This is an optimization exercise on Yosys and OpenROAD, whose aim is small area, not a production implementation. Only simulation tests tie the RTL to the original design; equivalence was not proved. No driver is modelled on the clock port, so clocking that relies on it looks cheaper here than on a real chip. No activity file was given, so power comes from the tool's default toggle rates.

## flow/flow/abc09.script

```
strash
dc2
dch -r
amap -m -F 40 -A 80
topo
```

## flow/flow/abc06.script

```
strash
ifraig
dc2
refactor -z
strash
dch
amap -m -F 40 -A 80
topo
```

## flow/flow/abc12.script

```
strash
ifraig
dc2
strash
dch -f
amap -F 20 -A 40
topo
```

## flow/flow/run.sh

```bash
#!/bin/bash
# Layout flow: the standard ORFS flow (standard.sh) with these changes
#  - synthesis: ORFS's own synth.tcl, but logic is mapped by an area-oriented
#    ABC script; the flow synthesizes once with each flow/abc*.script (in
#    cand/NAME, several at a time) and keeps the script whose netlist has the
#    smallest cell area. Full/half-adder cell extraction and the Kogge-Stone
#    adder map are off (plain logic is smaller). Registers are mapped exactly
#    as in the standard synthesis (ABC only maps combinational logic).
#  - every port gets the smallest buffer (buf_1)
#  - the clock tree uses clkbuf_8 leaves in clusters of 20 and no dummy loads;
#    after CTS, flow/post_cts.tcl gives each clock buffer the smallest size
#    that keeps every flip-flop clock-pin slew under 112 ps and the hold slack
#    over 0.15 ns (estimated)
# Each ORFS step writes its full log under orfs/logs/ (cand/NAME/logs/ for the
# trial syntheses); make's output is in flow.log and synth_NAME.log, and the
# trial areas in synth_areas.txt.
set -euo pipefail
HERE=$(pwd)
export HERE
export FLOW_FLOW_DIR=$HERE/flow
export BUFFER_PORTS_ARGS="-buffer_cell sky130_fd_sc_hd__buf_1"
export CTS_ARGS="-sink_clustering_enable -repair_clock_nets -dont_use_dummy_load -buf_list ${CTS_BUFS:-sky130_fd_sc_hd__clkbuf_8} -sink_clustering_size ${CTS_SIZE:-20} -sink_clustering_max_diameter ${CTS_DIAM:-60}"
export POST_CTS_TCL=$HERE/flow/post_cts.tcl
export CLK_SLEW_LIMIT_NS=${CLK_SLEW_LIMIT_NS:-0.112}
export SYN="SYNTH_SCRIPT=$HERE/flow/synth.tcl ADDER_MAP_FILE= SYNTH_OPERATIONS_ARGS=-noshare"

trial() {
  local n
  n=$(basename "$1" .script)
  if FLOW_ABC_SCRIPT=$HERE/$1 bash standard.sh $SYN WORK_HOME=$HERE/cand/$n synth > synth_$n.log 2>&1; then
    echo "$n $(grep -m1 'Chip area for module' cand/$n/reports/*/cpu/base/synth_stat.txt | awk '{print $NF}')"
  fi
}
export -f trial
ls flow/abc*.script | xargs -P 4 -I{} bash -c 'trial {}' | sort -k2 -g > synth_areas.txt
best=$(head -1 synth_areas.txt | awk '{print $1}')
echo "best $best" >> synth_areas.txt
export FLOW_ABC_SCRIPT=$HERE/flow/$best.script
bash standard.sh $SYN finish > flow.log 2>&1
```

## flow/flow/abc05.script

```
strash
ifraig
dc2
refactor -z
strash
dch
amap -F 20 -A 40
topo
```

## flow/flow/abc03.script

```
strash
ifraig
dc2
resub -K 8
strash
dch
amap -m -F 40 -A 80
topo
```

## flow/flow/abc04.script

```
strash
fraig
dc2
strash
dch
amap -F 20 -A 40
topo
```

## flow/design.v

```verilog
module cpu (
    input  [31:0] pc_rtvec,
    output [13:0] itcm_ram_addr,
    input  [31:0] itcm_ram_dout,
    output        dtcm_ram_we,
    output [13:0] dtcm_ram_addr,
    output [31:0] dtcm_ram_din,
    output [3:0]  dtcm_ram_wem,
    input  [31:0] dtcm_ram_dout,
    input         clk,
    input         rst_n
);
    wire [31:0] ins = itcm_ram_dout;
    reg  [2:0] ph;       
    reg        pass2;    
    reg        init;     
    wire ph0 = (ph == 3'd0);
    wire ph7 = (ph == 3'd7);
    wire o6 = ins[6], o5 = ins[5], o4 = ins[4], o3 = ins[3], o2 = ins[2];
    wire [2:0] f3 = ins[14:12];
    wire is_bxx   = o6 & ~o2;
    wire is_jal   = o6 & o3;
    wire is_jalr  = o6 & o2 & ~o3;
    wire is_load  = ~o6 & ~o5 & ~o4;
    wire is_store = ~o6 & o5 & ~o4;
    wire is_alu   = ~o6 & o4 & ~o2;      
    wire is_op    = is_alu & o5;
    wire is_u     = ~o6 & o4 & o2;       
    wire is_lui   = is_u & o5;
    wire is_auipc = is_u & ~o5;
    wire is_shift = is_alu & (f3[1:0] == 2'b01);
    wire is_slt   = is_alu & (f3[2:1] == 2'b01);
    wire is_jump  = o6 & o2;             
    wire last = ph7 & (init | pass2);
    always @(posedge clk or negedge rst_n)
        if (!rst_n) begin
            ph    <= 3'd0;
            pass2 <= 1'b0;
            init  <= 1'b1;
        end else begin
            ph <= ph + 3'd1;
            if (ph7) begin
                init  <= 1'b0;
                pass2 <= ~pass2 & ~init;
            end
        end
    wire [4:0] rs1 = ins[19:15];
    wire [4:0] rs2 = ins[24:20];
    wire [4:0] rd  = ins[11:7];
    wire       rd_we;
    wire [3:0] rd_wd;
    wire [3:0] rf_head [0:31];
    assign rf_head[0] = 4'd0;
    genvar g;
    generate
        for (g = 1; g < 32; g = g + 1) begin : rf
            reg  [31:0] r;
            wire        wen = rd_we & (rd == g);
            always @(posedge clk)
                r <= {(wen ? rd_wd : r[3:0]), r[31:4]};
            assign rf_head[g] = r[3:0];
        end
    endgenerate
    wire [3:0] ra = rf_head[rs1];
    wire [3:0] rb = rf_head[rs2];
    reg  [31:0] pcr;
    wire [3:0]  pch = pcr[3:0];
    wire fsb = is_store | is_bxx;
    wire sgn31 = ins[31];
    reg [3:0] imm_nib;
    always @* begin
        case (ph)
            3'd0: imm_nib = is_u ? 4'd0 : {(fsb ? ins[10:8] : ins[23:21]),
                                           (is_store ? ins[7] : (ins[20] & ~is_bxx & ~is_jal))};
            3'd1: imm_nib = is_u ? 4'd0 : {ins[27:25], (fsb ? ins[11] : ins[24])};
            3'd2: imm_nib = is_u ? 4'd0 : {(is_bxx ? ins[7] : is_jal ? ins[20] : sgn31), ins[30:28]};
            3'd3: imm_nib = (is_u | is_jal) ? ins[15:12] : {4{sgn31}};
            3'd4: imm_nib = (is_u | is_jal) ? ins[19:16] : {4{sgn31}};
            3'd5: imm_nib = is_u ? ins[23:20] : {4{sgn31}};
            3'd6: imm_nib = is_u ? ins[27:24] : {4{sgn31}};
            default: imm_nib = is_u ? ins[31:28] : {4{sgn31}};
        endcase
    end
    reg        cy;       
    reg        cmp;      
    wire a_pc   = pass2 | is_jal | is_auipc;
    wire a_zero = is_lui | is_shift;
    wire b_reg  = ~pass2 & (is_op | is_bxx);
    wire sub    = ~pass2 & ((is_op & (f3 == 3'b000) & ins[30]) | is_slt | is_bxx |
                            (is_shift & ~f3[2]));
    wire b_four = pass2 & ~(is_bxx & cmp);
    wire [3:0] opa = a_pc ? pch : (a_zero ? 4'd0 : ra);
    wire [3:0] opb = b_reg ? rb : b_four ? {1'b0, ph0, 2'b00} : imm_nib;
    wire [3:0] opbx = opb ^ {4{sub}};
    wire       cin = ph0 ? sub : cy;
    wire [4:0] sum = {1'b0, opa} + {1'b0, opbx} + {4'd0, cin};
    wire [3:0] alu_res = (is_alu & f3[2]) ?
                         (f3[1] ? (f3[0] ? (opa & opb) : (opa | opb)) : (opa ^ opb)) :
                         sum[3:0];
    wire eq   = (ph0 | cmp) & (sum[3:0] == 4'd0);
    wire ltu  = ~sum[4];
    wire lts  = (opa[3] ^ opb[3]) ? opa[3] : ~sum[4];
    wire uns  = is_bxx ? f3[1] : f3[0];
    wire lres = uns ? ltu : lts;
    wire cmpres = is_bxx ? ((f3[2] ? lres : eq) ^ f3[0]) : lres;
    always @(posedge clk) begin
        cy   <= sum[4];
        if (~pass2) cmp <= ph7 ? cmpres : eq;
    end
    reg [15:0] dreg;
    always @(posedge clk)
        if (~pass2 & ~ph[2]) dreg <= {sum[3:0], dreg[15:4]};
    wire [1:0] off = dreg[1:0];
    reg [31:0] sreg;
    always @(posedge clk)
        sreg <= {(o6 ? sum[3:0] : o4 ? ra : rb), sreg[31:4]};
    reg sgn;
    wire [2:0] li = ph + {off, 1'b0};
    wire [3:0] ldnib = dtcm_ram_dout[{li, 2'b00} +: 4];
    wire sgn_ld = pass2 & is_load & ((ph == 3'd1 & f3[1:0] == 2'b00) | (ph == 3'd3 & f3[1:0] == 2'b01));
    always @(posedge clk)
        if ((ph7 & ~pass2) | sgn_ld) sgn <= pass2 ? ldnib[3] : ra[3];
    wire lfill = (f3[1:0] == 2'b00 & ph >= 3'd2) | (f3[1:0] == 2'b01 & ph >= 3'd4);
    wire [3:0] ldres = lfill ? {4{sgn & ~f3[2]}} : ldnib;
    wire [4:0] rot    = dreg[4:0];
    wire       shr    = f3[2] | (rot == 5'd0);
    wire [2:0] ta     = rot[4:2];
    wire [1:0] tb     = rot[1:0];
    wire [35:0] taps  = {ra, sreg[31:4]};
    wire [3:0] tap    = taps[{ta, 2'b00} +: 4];
    wire       wrapped = pass2 & (ta >= ~ph);
    wire       fillb  = f3[2] & ins[30] & sgn;
    wire [3:0] tapm   = (shr ? wrapped : ~wrapped) ? {4{fillb}} : tap;
    reg  [3:0] sp;
    always @(posedge clk) sp <= tapm;
    wire [7:0] funnel = {tapm, sp};
    wire [3:0] shres  = funnel[tb +: 4];
    wire wr1 = (is_alu & ~is_shift & ~is_slt) | is_u;
    wire wr2 = is_slt | is_shift | is_load | is_jump;
    assign rd_we = ~init & (rd != 5'd0) & (pass2 ? wr2 : wr1);
    assign rd_wd = pass2 ? (is_load  ? ldres :
                            is_shift ? shres :
                            o6       ? sum[3:0] :
                                       {3'd0, cmp & ph0}) :
                           alu_res;
    wire [3:0] vec_nib = pc_rtvec[{ph, 2'b00} +: 4];
    wire [3:0] tgt = {sreg[3:1], sreg[0] & ~(is_jalr & ph0)};
    wire [3:0] pc_in = init  ? vec_nib :
                       pass2 ? (is_jump ? tgt : sum[3:0]) :
                               pch;
    always @(posedge clk)
        pcr <= {pc_in, pcr[31:4]};
    reg [13:0] areg;
    assign itcm_ram_addr = last ? pcr[19:6] : areg;
    always @(posedge clk)
        areg <= itcm_ram_addr;
    wire [2:0] wph = 3'd0 - {off, 1'b0};
    assign dtcm_ram_we   = ~init & pass2 & is_store & (ph == wph);
    assign dtcm_ram_addr = dreg[15:2];
    assign dtcm_ram_din  = sreg;
    assign dtcm_ram_wem  = f3[1] ? 4'b1111 :
                           f3[0] ? (off[1] ? 4'b1100 : 4'b0011) :
                                   (4'b0001 << off);
endmodule
```

## flow/flow/abc13.script

```
strash
ifraig
dc2
strash
dch -f
amap -m -F 40 -A 80
topo
```

## flow/constraint.sdc

```tcl
create_clock -name core_clock -period 20.0 [get_ports {clk}]
set_input_delay 4.0000 -clock core_clock [delete_from_list [all_inputs] [get_ports {clk}]]
set_output_delay 4.0000 -clock core_clock [all_outputs]
set_load 0.01 [all_outputs]
```

## flow/flow/abc08.script

```
strash
ifraig
dc2
ifraig
dc2
strash
dch
amap -m -F 20 -A 40 -E 0.01
topo
```

## flow/flow/abc14.script

```
strash
dc2
ifraig
dc2
strash
dch -f
amap -m -F 40 -A 80
topo
```

## flow/flow/abc02.script

```
strash
ifraig
dc2
strash
dch
amap -m -F 40 -A 80
topo
```

## flow/flow/abc01.script

```
strash
ifraig
dc2
strash
dch
amap -F 20 -A 40
topo
```

## flow/flow/abc10.script

```
strash
ifraig
refactor -z
rewrite -z
dc2
strash
dch
amap -m -F 40 -A 80
topo
```

## flow/flow/post_cts.tcl

```tcl
# Clock buffer downsizing, run after CTS (POST_CTS_TCL): each clock buffer is
# given the smallest clkbuf size that keeps the slew at every flip-flop clock
# pin it drives (directly or through other clock buffers) under a limit, with
# the placement's estimated parasitics, and the worst hold slack above a
# floor. Leaves are sized before the buffers that drive them.
set cbd_limit [expr {[info exists ::env(CLK_SLEW_LIMIT_NS)] ? $::env(CLK_SLEW_LIMIT_NS) : 0.110}]
set cbd_hold [expr {[info exists ::env(CLK_HOLD_MIN_NS)] ? $::env(CLK_HOLD_MIN_NS) : 0.15}]
set cbd_sizes {sky130_fd_sc_hd__clkbuf_1 sky130_fd_sc_hd__clkbuf_2 sky130_fd_sc_hd__clkbuf_4 sky130_fd_sc_hd__clkbuf_8 sky130_fd_sc_hd__clkbuf_16}
estimate_parasitics -placement

proc cbd_sinks {inst} {
  set ff {}
  set out [get_pins -of_objects $inst -filter "direction == output"]
  set net [get_nets -of_objects $out]
  foreach p [get_pins -of_objects $net -filter "direction == input"] {
    set c [get_cells -of_objects $p]
    set m [get_property $c ref_name]
    if {[string match "sky130_fd_sc_hd__clkbuf_*" $m]} {
      set ff [concat $ff [cbd_sinks $c]]
    } elseif {[get_property $p name] eq "CLK"} {
      lappend ff $p
    }
  }
  return $ff
}
proc cbd_worst {pins} {
  set w 0
  foreach p $pins {
    foreach a {min max} { foreach e {rise fall} {
      set s [get_property $p slew_${a}_$e]
      if {$s > $w} { set w $s }
    }}
  }
  return $w
}
set cbd_bufs {}
foreach c [get_cells *] {
  if {[string match "sky130_fd_sc_hd__clkbuf_*" [get_property $c ref_name]]} { lappend cbd_bufs $c }
}
# leaves first: order by number of clock buffers downstream
set cbd_order {}
foreach c $cbd_bufs {
  set out [get_pins -of_objects $c -filter "direction == output"]
  set nb 0
  foreach p [get_pins -of_objects [get_nets -of_objects $out] -filter "direction == input"] {
    if {[string match "sky130_fd_sc_hd__clkbuf_*" [get_property [get_cells -of_objects $p] ref_name]]} { incr nb }
  }
  lappend cbd_order [list $nb $c]
}
set cbd_saved 0.0
foreach e [lsort -integer -index 0 $cbd_order] {
  set c [lindex $e 1]
  set pins [cbd_sinks $c]
  if {[llength $pins] == 0} continue
  set cur [get_property $c ref_name]
  set i [lsearch $cbd_sizes $cur]
  if {$i <= 0} continue
  set best $cur
  for {set j [expr {$i - 1}]} {$j >= 0} {incr j -1} {
    set s [lindex $cbd_sizes $j]
    replace_cell $c $s
    if {[cbd_worst $pins] > $cbd_limit || [worst_slack -min] < $cbd_hold} { break }
    set best $s
  }
  replace_cell $c $best
  if {$best ne $cur} {
    set cbd_saved [expr {$cbd_saved + [get_property [get_lib_cells */$cur] area] - [get_property [get_lib_cells */$best] area]}]
  }
}
puts "clock buffer downsizing: saved $cbd_saved um2, worst flop clock slew [cbd_worst [get_pins -hierarchical */CLK]] ns, hold ws [worst_slack -min]"
```

## flow/flow/abc16.script

```
strash
ifraig
dc2 -b
strash
dch
amap -F 20 -A 40
topo
```

## flow/flow/abc11.script

```
strash
ifraig
refactor -z
rewrite -z
dc2
strash
dch
amap -F 20 -A 40
topo
```

## flow/flow/synth.tcl

```tcl
# synth_recipe.tcl with one change: ABC runs the script named by FLOW_ABC_SCRIPT
# (one of flow/abc*.script) instead of ORFS's.
proc synth {args} { yosys synth -nofsm -noshare {*}$args }
set f [open $::env(SCRIPTS_DIR)/synth.tcl]
set txt [read $f]
close $f
set old {log_cmd abc {*}$abc_args}
if {[string first $old $txt] < 0} { error "synth.tcl: abc call not found" }
set new "log_cmd abc -script $::env(FLOW_ABC_SCRIPT) {*}\[lrange \$abc_args 2 end\]"
eval [string map [list $old $new] $txt]
# left out here: clear keep_hierarchy, flatten, clean up, hide names made inside functions, write 1_2_yosys.v
```

## flow/config.mk

```make
export PLATFORM = sky130hd
export DESIGN_NAME = cpu
export DESIGN_NICKNAME = cpu
export VERILOG_FILES = /design/flow/design.v
export SDC_FILE = /design/flow/constraint.sdc
export NUM_CORES = 8
export LEC_CHECK = 0
export ABC_CLOCK_PERIOD_IN_PS = 10000
export CAP_MARGIN = 20
export CORE_MARGIN = 2
export CORE_UTILIZATION = 50
export SLEW_MARGIN = 20
```

## flow/standard.sh

```bash
#!/bin/bash
# synth_recipe.tcl (not shown) runs the flow's synth.tcl, then flattens the netlist and writes it again
# the make line also repeats each setting of config.mk as NAME=value (left out here)
make -C /OpenROAD-flow-scripts/flow DESIGN_CONFIG=/design/flow/config.mk WORK_HOME=/design/flow/orfs CLKGATE_MAP_FILE= SYNTH_SCRIPT=/design/flow/synth_recipe.tcl "${@:-finish}"
```

## flow/flow/abc07.script

```
strash
ifraig
dc2
resub -K 8
strash
dch
amap -m -F 20 -A 40 -E 0.01
topo
```

## flow/flow/abc15.script

```
strash
dc2
dch -f
amap -m -F 40 -A 80
topo
```

==> flow_summary.yaml, run 1 <==
run_status:
  status: "complete, no violations"
timing:
  finalCriticalPeriod_ns: 9.58
  skew_ns: 0.254
  rsz0062_at_grt: "false"
  slew_headroom: 0.353
  setup_viol: 0
  setup_tns_ns: 0
  min_period_over_period: 0.479
  worst_slew_pin_slew_ns: 0.971
  final-max-slew-violation-count: 0
  fmax_mhz: 104
  hold_viol_final: 0
final_layout:
  layout.cells.non_filler: 2887
  synthToLayoutAreaGrowth_pct: 8.82
  nets: 2280
  design_area_mm2: 0.0300
  drive_gt1_frac: 0.0422
floorplan:
  num_io_pins: 163
  start_util: 0.503
  die_h_um: 239
  placeableCoreArea_mm2: 0.0548
  fp-row-count: 86
  die_w_um: 239
  dieArea_mm2: 0.0570
synthesis:
  syn_inst: 1948
  syn_avg_cell_area_um2: 14.1
  synth-seq-cells: 1098
  synth_edf_count: 18
  synth.area.top_cells: "dfxtp_1 78%, o22a_1 4.6%, a222oi_1 2.0%"
  yosys-top-cells-count: "1,075 x dfxtp_1, 145 x o22a_1, 133 x nor2_1"
  syn-cell-area_mm2: 0.0275
  synth_warnings: 1
  synthDistinctLibCells: 46
  synth_top_area_frac: 0.781
  synth.most_common_cell: "dfxtp_1"
  syn_nets: 2046
  synthArstFlopShare: 0.00455
  yosysSeqAreaShare: 0.805
  synth_ff_type: "dfxtp_1"
  synth_top_area_cell: "dfxtp_1"
worst_setup_path:
  start_kind: "primary input"
  required_ns: 20.59
  reg2reg_depth: 21
  cpMaxStageDelayCell: "nor4_1"
  crit_type: "primary input to flip-flop"
  crit_chain: "buf_1 -> clkinv_1 -> nand3_1 -> nor3_1 -> a221oi_1 -> nand4_1 -> nor4_1 -> a21oi_1 -> clkinv_1 -> o22ai_1 -> xnor2_1 -> o22a_1 -> o22a_1 -> o22a_1 -> a2bb2oi_1 -> o32ai_1 -> a32oi_2 -> buf_4 -> o22a_1"
  cp_slowest_stage_delay_ns: 0.69
  endpoint_kind: "flip-flop"
  critPathArrivalTime_ns: 10.17
  cpMostUsedCell: "o22a_1"
  critPathMaxFanout: 31
place:
  placedCellCount: 2815
  placed_cell_area_mm2: 0.0291
  dpl.hpwl_mm: 53.4
  io_buffers: 160
  finalWeightedCongestion: 0.949
power:
  finalPower_mw: 3.52
  vdd_ir_drop_max_mv: 0.0841
  p_leak_nw: 11.2
  power_density_mw_per_mm2: 117
route:
  drc: 0
  routed_wl_mm: 72.3
  vias_per_cell: 5.55
  vias: 16013
  dr.pass1.iters: 7
  drtIter0Drc: 1502
  drtAntennaViolNets: 0
  wl_per_cell_um: 25.1
min_path:
  hp-class: "flip-flop to flip-flop"
  hold_depth: 0
grt:
  grt_max_degree: 32
  grt_pass1_wl_mm: 103
  grt_pass1_vias: 15368
  antenna_found_initial: 7
  grt_overflow: 0
  grt_usage: 0.252
flow_run:
  drv_cap: 0
clocking:
  cts_tree: "done"
  cts.sinks: 1098
  clock_latency_ns: 0.86
  clkSlewWorstSetupHoldPaths_ns: 0.11
[cell families after synthesis]
| family | after synthesis | share of synthesized area |
|---|---|---|
| DFF | 1098 | 0.805 |
| AOI/OAI and AO/OA | 440 | 0.128 |
| and+or+nand+nor | 294 | 0.0484 |
| buffers and inverters | 112 | 0.0172 |
| xor gates and xnor gates | 4 | 0.00127 |
[final timing paths]
check                      slack, ns              start      endpoint
hold / removal                  0.14        rf[7].r[10]    rf[7].r[6]
setup reg to reg               13.47              ph[0]  rf[23].r[31]
setup / recovery               10.42  itcm_ram_dout[24]  rf[23].r[31]
hold reg to reg                 0.14        rf[7].r[10]    rf[7].r[6]
min in group asynchronous       3.24              rst_n         ph[1]
max in group asynchronous      16.45              rst_n          init
[worst max-delay path: cells and delay by family]
family,cells,cell delay (ns)
AOI/OAI and AO/OA,10,2.54
xor gates and xnor gates,1,0.30
buffers and inverters,4,1.83
and+or+nand+nor,4,1.46
[routing by layer]
| metal | wire, um | GRT usage | vias up |
|---|---|---|---|
| li1 | - | - | 7428 |
| met1 | 32900 | 0.341 | 7846 |
| met2 | 32500 | 0.403 | 583 |
| met3 | 4050 | 0.0446 | 148 |
| met4 | 2860 | 0.0985 | 8 |
| met5 | 54 | 0 | - |
[metrics by stage]
| step | hold WS (ns) | util | setup slack (ns) |
|---|---|---|---|
| final | 0.143 | 0.547 | 10.42 |
| after global routing | 0.0908 | 0.547 | 10.20 |
| after detailed placement | 0.312 | 0.531 | 9.88 |
| after global placement | 0.310 | 0.531 | 9.73 |
| after floorplan | 0.310 | - | 11.15 |
[report_power, final]
group          switching [mW]  leakage [nW]  internal (mW)  total, mW
Clock                   0.593         0.470          0.289      0.882
Sequential             0.0650          9.02           2.34       2.40
Combinational           0.168          1.74         0.0646      0.233
Total                   0.826          11.2           2.69       3.52
[flip-flops by register name, summed over array words and instances, names as in the netlist]
name	count
rf.r	992
pcr	32
sreg	32
dreg	16
areg	14
sp	4
ph	3
cmp	1
cy	1
init	1
pass2	1
sgn	1
[area by class of cell]
class	instances	area, um^2
fill	4602	24800
antenna	3	7.51
inverter	98	368
timing repair buffer	177	728
tap	704	881
multi-input combinational	738	4920
clock buffer	69	886
sequential	1098	22200
[placed cells by master, fill, tap and decap left out, drive strengths merged, types with 2 or more instances in the layout]
cell type,count
buf,177
nor3,16
o221ai,33
a222oi,54
a211oi,3
o32ai,5
o21a,7
o22a,145
a221oi,13
or2,4
a2bb2oi,4
diode,3
o22ai,42
o2111ai,3
nor4,8
a21oi,12
edfxtp,18
xnor2,4
or3,11
nand3,24
nand4,39
a21boi,2
nor2,133
and3,4
a22o,3
a31o,2
a22oi,45
a32oi,3
a31oi,12
dfxtp,1075
clkinv,98
dfrtp,4
o21ai,38
clkbuf,69
o2bb2ai,2
nand2,51
o211ai,6
==> inputs of run 2 (changes only) <==
--- a/flow/design.v
+++ b/flow/design.v
@@ -138,5 +138,5 @@
     wire wr1 = (is_alu & ~is_shift & ~is_slt) | is_u;
     wire wr2 = is_slt | is_shift | is_load | is_jump;
-    assign rd_we = ~init & (rd != 5'd0) & (pass2 ? wr2 : wr1);
+    assign rd_we = ~init & (pass2 ? wr2 : wr1);      
     assign rd_wd = pass2 ? (is_load  ? ldres :
                             is_shift ? shres :
==> flow/flow/abc03.script (replaced) <==
strash
ifraig
dc2
strash
dch -f
amap -F 20 -A 40
topo
==> flow/flow/abc04.script (replaced) <==
strash
ifraig
dc2
resub -K 8
strash
dch
amap -m -F 40 -A 80
topo
==> flow/flow/abc05.script (replaced) <==
strash
ifraig
dc2
resub -K 8
strash
dch
amap -m -F 20 -A 40 -E 0.01
topo
==> flow/flow/abc06.script (replaced) <==
strash
ifraig
dc2
resub -K 8
strash
dch
amap -F 100 -A 200 -C 1000
topo
==> flow/flow/abc07.script (replaced) <==
strash
fraig
dc2
strash
dch
amap -F 20 -A 40
topo
==> flow/flow/abc08.script (replaced) <==
strash
ifraig
dc2
refactor -z
strash
dch
amap -F 20 -A 40
topo
==> flow/flow/abc09.script (replaced) <==
strash
ifraig
dc2
refactor -z
strash
dch
amap -m -F 40 -A 80
topo
==> flow/flow/abc10.script (replaced) <==
strash
ifraig
dc2
ifraig
dc2
strash
dch
amap -m -F 20 -A 40 -E 0.01
topo
==> flow/flow/abc11.script (replaced) <==
strash
dc2
dch -r
amap -m -F 40 -A 80
topo
==> flow/flow/abc12.script (replaced) <==
strash
ifraig
refactor -z
rewrite -z
dc2
strash
dch
amap -m -F 40 -A 80
topo
==> flow/flow/abc13.script (replaced) <==
strash
ifraig
refactor -z
rewrite -z
dc2
strash
dch
amap -F 20 -A 40
topo
==> flow/flow/abc14.script (replaced) <==
strash
ifraig
refactor -z
rewrite -z
dc2
strash
dch -f
amap -m -F 40 -A 80
topo
==> flow/flow/abc15.script (replaced) <==
strash
ifraig
refactor -z
rewrite -z
dc2
strash
dch -f
amap -F 20 -A 40
topo
==> flow/flow/abc16.script (replaced) <==
strash
ifraig
dc2
dc2
strash
dch
amap -F 20 -A 40
topo
==> flow/flow/abc17.script (new file) <==
strash
ifraig
dc2
dc2
strash
dch
amap -F 100 -A 200 -C 1000
topo
==> flow/flow/abc18.script (new file) <==
strash
ifraig
dc2
dc2
strash
dch
amap -m -F 20 -A 40 -E 0.01
topo
==> flow/flow/abc19.script (new file) <==
strash
dc2
ifraig
dc2
strash
dch -f
amap -m -F 40 -A 80
topo
==> flow/flow/abc20.script (new file) <==
strash
refactor
rewrite
dc2
dch -f
amap -F 20 -A 40
topo
==> flow/flow/abc21.script (new file) <==
strash
dc2
dch -f
amap -m -F 40 -A 80
topo
==> flow/flow/abc22.script (new file) <==
strash
ifraig
dc2
strash
dch
amap -m -F 20 -A 40 -E 0.01
topo
==> flow/flow/abc23.script (new file) <==
strash
ifraig
dc2 -b
strash
dch
amap -F 20 -A 40
topo
==> flow/flow/abc24.script (new file) <==
strash
refactor
rewrite
dc2
dch
amap -m -F 40 -A 80
topo
--- a/flow/flow/post_cts.tcl
+++ b/flow/flow/post_cts.tcl
@@ -1,7 +1,8 @@
-# Clock buffer downsizing, run after CTS (POST_CTS_TCL): each clock buffer is
-# given the smallest clkbuf size that keeps the slew at every flip-flop clock
-# pin it drives (directly or through other clock buffers) under a limit, with
-# the placement's estimated parasitics, and the worst hold slack above a
-# floor. Leaves are sized before the buffers that drive them.
+# Clock buffer sizing, run after CTS (POST_CTS_TCL). With the placement's
+# estimated parasitics, each clock buffer whose flip-flop clock pins (driven
+# directly or through other clock buffers) have a slew over the limit is
+# upsized; then each clock buffer is given the smallest clkbuf size that keeps
+# those slews under the limit and the worst hold slack above a floor. Leaves
+# are handled before the buffers that drive them.
 set cbd_limit [expr {[info exists ::env(CLK_SLEW_LIMIT_NS)] ? $::env(CLK_SLEW_LIMIT_NS) : 0.110}]
 set cbd_hold [expr {[info exists ::env(CLK_HOLD_MIN_NS)] ? $::env(CLK_HOLD_MIN_NS) : 0.15}]
@@ -34,11 +35,9 @@
   return $w
 }
-set cbd_bufs {}
+proc cbd_area {m} { return [get_property [get_lib_cells */$m] area] }
+
+set cbd_order {}
 foreach c [get_cells *] {
-  if {[string match "sky130_fd_sc_hd__clkbuf_*" [get_property $c ref_name]]} { lappend cbd_bufs $c }
-}
-# leaves first: order by number of clock buffers downstream
-set cbd_order {}
-foreach c $cbd_bufs {
+  if {![string match "sky130_fd_sc_hd__clkbuf_*" [get_property $c ref_name]]} continue
   set out [get_pins -of_objects $c -filter "direction == output"]
   set nb 0
@@ -48,6 +47,23 @@
   lappend cbd_order [list $nb $c]
 }
-set cbd_saved 0.0
-foreach e [lsort -integer -index 0 $cbd_order] {
+set cbd_order [lsort -integer -index 0 $cbd_order]
+
+set cbd_delta 0.0
+# upsize where the slew is over the limit
+foreach e $cbd_order {
+  set c [lindex $e 1]
+  set pins [cbd_sinks $c]
+  if {[llength $pins] == 0} continue
+  set cur [get_property $c ref_name]
+  set i [lsearch $cbd_sizes $cur]
+  while {$i >= 0 && $i < [llength $cbd_sizes] - 1 && [cbd_worst $pins] > $cbd_limit} {
+    incr i
+    replace_cell $c [lindex $cbd_sizes $i]
+  }
+  set new [get_property $c ref_name]
+  set cbd_delta [expr {$cbd_delta + [cbd_area $new] - [cbd_area $cur]}]
+}
+# downsize while the slew and hold slack allow
+foreach e $cbd_order {
   set c [lindex $e 1]
   set pins [cbd_sinks $c]
@@ -64,7 +80,5 @@
   }
   replace_cell $c $best
-  if {$best ne $cur} {
-    set cbd_saved [expr {$cbd_saved + [get_property [get_lib_cells */$cur] area] - [get_property [get_lib_cells */$best] area]}]
-  }
+  set cbd_delta [expr {$cbd_delta + [cbd_area $best] - [cbd_area $cur]}]
 }
-puts "clock buffer downsizing: saved $cbd_saved um2, worst flop clock slew [cbd_worst [get_pins -hierarchical */CLK]] ns, hold ws [worst_slack -min]"
+puts "clock buffer sizing: area change $cbd_delta um2, worst flop clock slew [cbd_worst [get_pins -hierarchical */CLK]] ns, hold ws [worst_slack -min]"
==> flow_summary.yaml, run 2 <==
grt:
  grt_pass1_wl_mm: 103
  grt_overflow: 0
  grt_pass1_vias: 15617
  grt_max_degree: 32
  antenna_found_initial: 7
  grt_usage: 0.251
route:
  dr.pass1.iters: 9
  routed_wl_mm: 71.2
  drtIter0Drc: 1646
  vias_per_cell: 5.44
  drtAntennaViolNets: 0
  vias: 16241
  drc: 0
  wl_per_cell_um: 23.9
worst_setup_path:
  startpoint: "itcm_ram_dout[6]"
  crit_type: "primary input to primary output"
  r2r_slack_ns: 13.92
  crit_end: "dtcm_ram_we"
  start_kind: "primary input"
  required_ns: 16.00
  reg2reg_depth: 24
  critPathArrivalTime_ns: 5.48
  worstReg2RegStart: "ph[0]"
  critPathMaxFanout: 6
  endpoint_kind: "primary output"
  rr_endpoint: "rf[1].r[31]"
timing:
  setup_tns_ns: 0
  hold_viol_final: 0
  final-max-slew-violation-count: 0
  fmax_mhz: 106
  worst_slew_pin_slew_ns: 1.22
  setup_viol: 0
  skew_ns: 0.147
  timing.hold.ws_ns: 0.263
  setup_ws_ns: 10.52
  min_period_over_period: 0.474
  rsz0062_at_grt: "false"
  slew_headroom: 0.182
  finalCriticalPeriod_ns: 9.48
floorplan:
  placeableCoreArea_mm2: 0.0540
  fp-row-count: 85
  start_util: 0.508
  dieArea_mm2: 0.0568
  num_io_pins: 163
  die_h_um: 238
  die_w_um: 238
synthesis:
  synth_top_area_frac: 0.784
  syn_inst: 2057
  synth_edf_count: 18
  yosys-top-cells-count: "1,075 x dfxtp_1, 163 x nor2_1, 147 x nand2_1"
  synth-seq-cells: 1098
  synth.area.top_cells: "dfxtp_1 78%, o21ai_0 2.4%, nor2_1 2.2%"
  synthArstFlopShare: 0.00455
  yosysSeqAreaShare: 0.809
  synth_top_area_cell: "dfxtp_1"
  syn_avg_cell_area_um2: 13.3
  synth_warnings: 1
  synthDistinctLibCells: 41
  syn-cell-area_mm2: 0.0274
  syn_nets: 2155
  synth.most_common_cell: "dfxtp_1"
  synth_ff_type: "dfxtp_1"
final_layout:
  top_regs: "rf.r x992, pcr x32, sreg x32"
  nets: 2386
  final_cell_mix: "1,075 x dfxtp_1, 163 x nor2_1, 160 x buf_1, 147 x nand2_1, 130 x o21ai_0"
  drive_gt1_frac: 0.0381
  top_register: "rf.r"
  synthToLayoutAreaGrowth_pct: 9.10
  fillerInstances: 4573
  mostFrequentLayoutCell: "dfxtp_1"
  largest_register_ffs: 992
power:
  power_frac_comb: 0.048
  p_leak_nw: 11.2
  clockPowerShare: 0.269
  seq_power_share: 0.683
  vdd_ir_drop_max_mv: 0.0835
  finalPower_mw: 3.38
  sw_frac_of_total: 0.223
  p_int_mw: 2.63
  power_density_mw_per_mm2: 113
  switchingPower_mw: 0.755
clocking:
  cts.sinks: 1098
  cts_tree: "done"
  clkSlewWorstSetupHoldPaths_ns: 0.11
  clock_latency_ns: 1.50
place:
  pre_cts_ws_ns: 9.62
  io_buffers: 160
  finalWeightedCongestion: 0.962
  dpl.hpwl_mm: 52.0
run_status:
  status: "complete, no violations"
flow_run:
  drv_cap: 0
min_path:
  hp-class: "flip-flop to flip-flop"
## run 2: layout make-up
type	instances	area (um^2)	area share
Inverter	85	319	0.0107
Antenna cell	3	7.51	0.000251
Clock buffer	67	958	0.0320
Sequential cell	1098	22200	0.741
Timing Repair Buffer	176	721	0.0241
Tap cell	696	871	0.0291
Multi-Input combinational cell	860	4880	0.163
## run 2: per-stage QoR
stage / util / instances / instance area, um^2
2_1_floorplan: - / 2057 / 27400
3_3_place_gp: 0.536 / 2915 / 29000
3_5_place_dp: 0.536 / 2915 / 29000
5_1_grt: 0.554 / 2984 / 29900
6_report: 0.554 / 2985 / 29900
## run 2: layer usage
| layer | routed length [um] | up-vias | global-route usage |
|---|---|---|---|
| li1 | - | 7612 | - |
| met1 | 31800 | 7809 | 0.333 |
| met2 | 31900 | 638 | 0.401 |
| met3 | 4310 | 174 | 0.0469 |
| met4 | 3250 | 8 | 0.113 |
| met5 | 54 | - | 0 |
## run 2: worst max-delay path: stages
cell	delay [ns]
buf_1	0.13
or2_0	0.39
nor2_1	0.30
nand3_1	0.12
nor3_1	0.32
buf_1	0.22
## run 2: cell families (layout without fill, tap and decap cells)
family                 count (synthesis)  after routing  share of synthesized area
AND/OR/NAND/NOR                      420            420                     0.0654
flip-flops                          1098           1098                      0.809
buffers and inverters                 99            328                     0.0155
other                                  0              3                          0
AO/OA/AOI/OAI                        440            440                      0.111
## run 2: power groups by stage
stage | Combinational [mW] | Sequential (mW) | Clock (mW)
after floorplan | 0.0736 | 2.34 | 0
final | 0.163 | 2.31 | 0.910
after global placement | 0.164 | 2.36 | 0
after detailed placement | 0.164 | 2.36 | 0
after global routing | 0.175 | 2.32 | 1.02
## run 2: how the worst min path moves through the flow
stage                  from            to  slack [ns]  depth (start not counted)
6_report        rf[3].r[23]   rf[3].r[19]        0.26                          0
5_1_grt            sreg[11]       sreg[7]        0.24                          0
3_5_place_dp   rf[18].r[29]  rf[18].r[25]        0.31                          0
3_3_place_gp   rf[12].r[31]  rf[12].r[27]        0.31                          0
2_1_floorplan        pcr[4]        pcr[0]        0.31                          0
==> inputs of run 3 (changes only) <==
--- a/flow/config.mk
+++ b/flow/config.mk
@@ -9,4 +9,4 @@
 export CAP_MARGIN = 20
 export CORE_MARGIN = 2
-export CORE_UTILIZATION = 50
+export CORE_UTILIZATION = 55
 export SLEW_MARGIN = 20
==> flow_summary.yaml, run 3 <==
floorplan:
  placeableCoreArea_mm2: 0.0491
  dieArea_mm2: 0.0517
  fp-row-count: 81
  die_w_um: 227
  num_io_pins: 163
  die_h_um: 227
  start_util: 0.559
power:
  vdd_ir_drop_max_mv: 0.0945
  power_density_mw_per_mm2: 112
  finalPower_mw: 3.34
  p_leak_nw: 11.2
route:
  drtIter0Drc: 1623
  drtAntennaViolNets: 0
  vias_per_cell: 5.48
  wl_per_cell_um: 23.6
  vias: 16178
  routed_wl_mm: 69.7
  drc: 0
  dr.pass1.iters: 7
timing:
  slew_headroom: 0.192
  worst_slew_pin_slew_ns: 1.19
  final-max-slew-violation-count: 0
  skew_ns: 0.211
  hold_viol_final: 0
  min_period_over_period: 0.463
  fmax_mhz: 108
  finalCriticalPeriod_ns: 9.26
  setup_viol: 0
  rsz0062_at_grt: "false"
  setup_tns_ns: 0
min_path:
  hp-class: "flip-flop to flip-flop"
  hold_depth: 0
worst_setup_path:
  critPathMaxFanout: 6
  required_ns: 16.00
  reg2reg_depth: 24
  critPathArrivalTime_ns: 5.26
  start_kind: "primary input"
  crit_type: "primary input to primary output"
  endpoint_kind: "primary output"
clocking:
  cts.sinks: 1098
  cts_tree: "done"
  clock_latency_ns: 1.56
  clkSlewWorstSetupHoldPaths_ns: 0.11
final_layout:
  top_register: "rf.r"
  mostFrequentLayoutCell: "dfxtp_1"
  nets: 2383
  finish.utilization: 0.607
  largest_register_ffs: 992
  drive_gt1_frac: 0.0368
  top_regs: "rf.r x992, pcr x32, sreg x32"
  synthToLayoutAreaGrowth_pct: 8.59
  final_cell_mix: "1,075 x dfxtp_1, 163 x nor2_1, 160 x buf_1, 147 x nand2_1, 130 x o21ai_0"
grt:
  antenna_found_initial: 4
  grt_pass1_wl_mm: 98.7
  grt_pass1_vias: 15404
  grt_max_degree: 32
  grt_overflow: 0
  grt_usage: 0.269
synthesis:
  synthArstFlopShare: 0.00455
  yosysSeqAreaShare: 0.809
  synth.area.top_cells: "dfxtp_1 78%, o21ai_0 2.4%, nor2_1 2.2%"
  synth-seq-cells: 1098
  synth.most_common_cell: "dfxtp_1"
  synth_ff_type: "dfxtp_1"
  syn_inst: 2057
  yosys-top-cells-count: "1,075 x dfxtp_1, 163 x nor2_1, 147 x nand2_1"
  synth_top_area_frac: 0.784
  syn-cell-area_mm2: 0.0274
  synth_top_area_cell: "dfxtp_1"
  synth_warnings: 1
  synthDistinctLibCells: 41
  syn_nets: 2155
  syn_avg_cell_area_um2: 13.3
  synth_edf_count: 18
run_status:
  status: "complete, no violations"
flow_run:
  drv_cap: 0
place:
  finalWeightedCongestion: 0.999
  dpl.hpwl_mm: 50.6
  io_buffers: 160
[run 3: changes by cell type in the layout (fill, tap and decap cells not counted)]
cell,change
clkbuf_16,-8
clkbuf_4,-1
clkbuf_8,+9
diode_2,+2
buf_4,-3
[run 3: final timing paths]
| kind | start | end | slack (ns) |
|---|---|---|---|
| worst max-delay path | itcm_ram_dout[6] | dtcm_ram_we | 10.74 |
| worst min-delay path | rf[6].r[25] | rf[6].r[21] | 0.22 |
| worst max register to register | ph[0] | rf[3].r[31] | 13.77 |
| worst min register to register | rf[6].r[25] | rf[6].r[21] | 0.22 |
| max in group asynchronous | rst_n | init | 17.33 |
| min in group asynchronous | rst_n | ph[2] | 2.40 |
[run 3: worst max-delay path, cell delays in order]
cell,delay (ns)
buf_1,0.11
or2_0,0.37
nor2_1,0.26
nand3_1,0.13
nor3_1,0.21
buf_1,0.18
[run 3: final cells by class]
class                   count  area [um^2]
diodes                      5         12.5
flip-flops and latches   1098        22200
fillers                  3884        19300
inverters                  85          319
clock buffers              67          875
multi-input cells         860         4880
well taps                 664          831
repair buffers            173          698
[run 3: per-stage QoR]
stage	hold WS, ns	cells	cell area, um^2	worst slack [ns]
floorplan	0.310	2057	27400	11.15
global route	0.208	2950	29800	10.58
detailed placement	0.312	2880	28900	9.65
global placement	0.309	2880	28900	9.61
finish	0.222	2952	29800	10.74
[run 3: kinds of logic (layout without fill, tap and decap cells)]
group	after synthesis	after routing	share of synthesized area
DFF	1098	1098	0.809
AOI/OAI and AO/OA	440	440	0.111
and+or+nand+nor	420	420	0.0654
buffers and inverters	99	325	0.0155
other	0	5	0
[run 3: metal layers]
metal | vias up | wire length, um | GRT usage
li1 | 7609 | - | -
met3 | 194 | 4610 | 0.0541
met1 | 7693 | 30200 | 0.346
met2 | 680 | 30900 | 0.425
met4 | 2 | 3970 | 0.155
met5 | - | 13 | 0
[run 3: report_power, final]
| group | switching (mW) | internal (mW) | total (mW) |
|---|---|---|---|
| combinational | 0.120 | 0.0406 | 0.160 |
| sequential | 0.0374 | 2.27 | 2.31 |
| clock | 0.588 | 0.282 | 0.870 |

==> static timing again, ports no longer ideal <==
How much do the figures lean on ideal ports? The routed layouts below were timed once more, with nothing changed but the port constraints.
Step 1 (the two cells are an assumption about what drives the block):
set clk [get_ports {clk}]
set_driving_cell -lib_cell sky130_fd_sc_hd__clkbuf_16 $clk
set_driving_cell -lib_cell sky130_fd_sc_hd__buf_2 [delete_from_list [all_inputs] $clk]
Step 2 adds t to the input delays and takes it off the output delays; t is the mean of the earliest and latest rising clock arrival at the registers after step 1. Input paths then give back, and output paths get back, about the clock's delay inside the block.
Three values: ideal, step 1, step 2; two values: the first two.
run	shift t [ns]	setup slack, ns	worst register clock-pin slew, ns	worst slew at a driven data input, ns
run 1	0.787	10.418 / 10.436 / 9.661	0.12 / 0.12	0.10
run 2	1.489	10.522 / 10.481 / 9.426	0.11 / 0.11	0.11
run 3	1.518	10.738 / 10.700 / 9.277	0.12 / 0.12	0.09
After both steps every run listed still meets setup and hold. For run 3, which loses most, drivers alone change the setup slack by -0.038 ns; drivers and shift together by -1.461 ns.
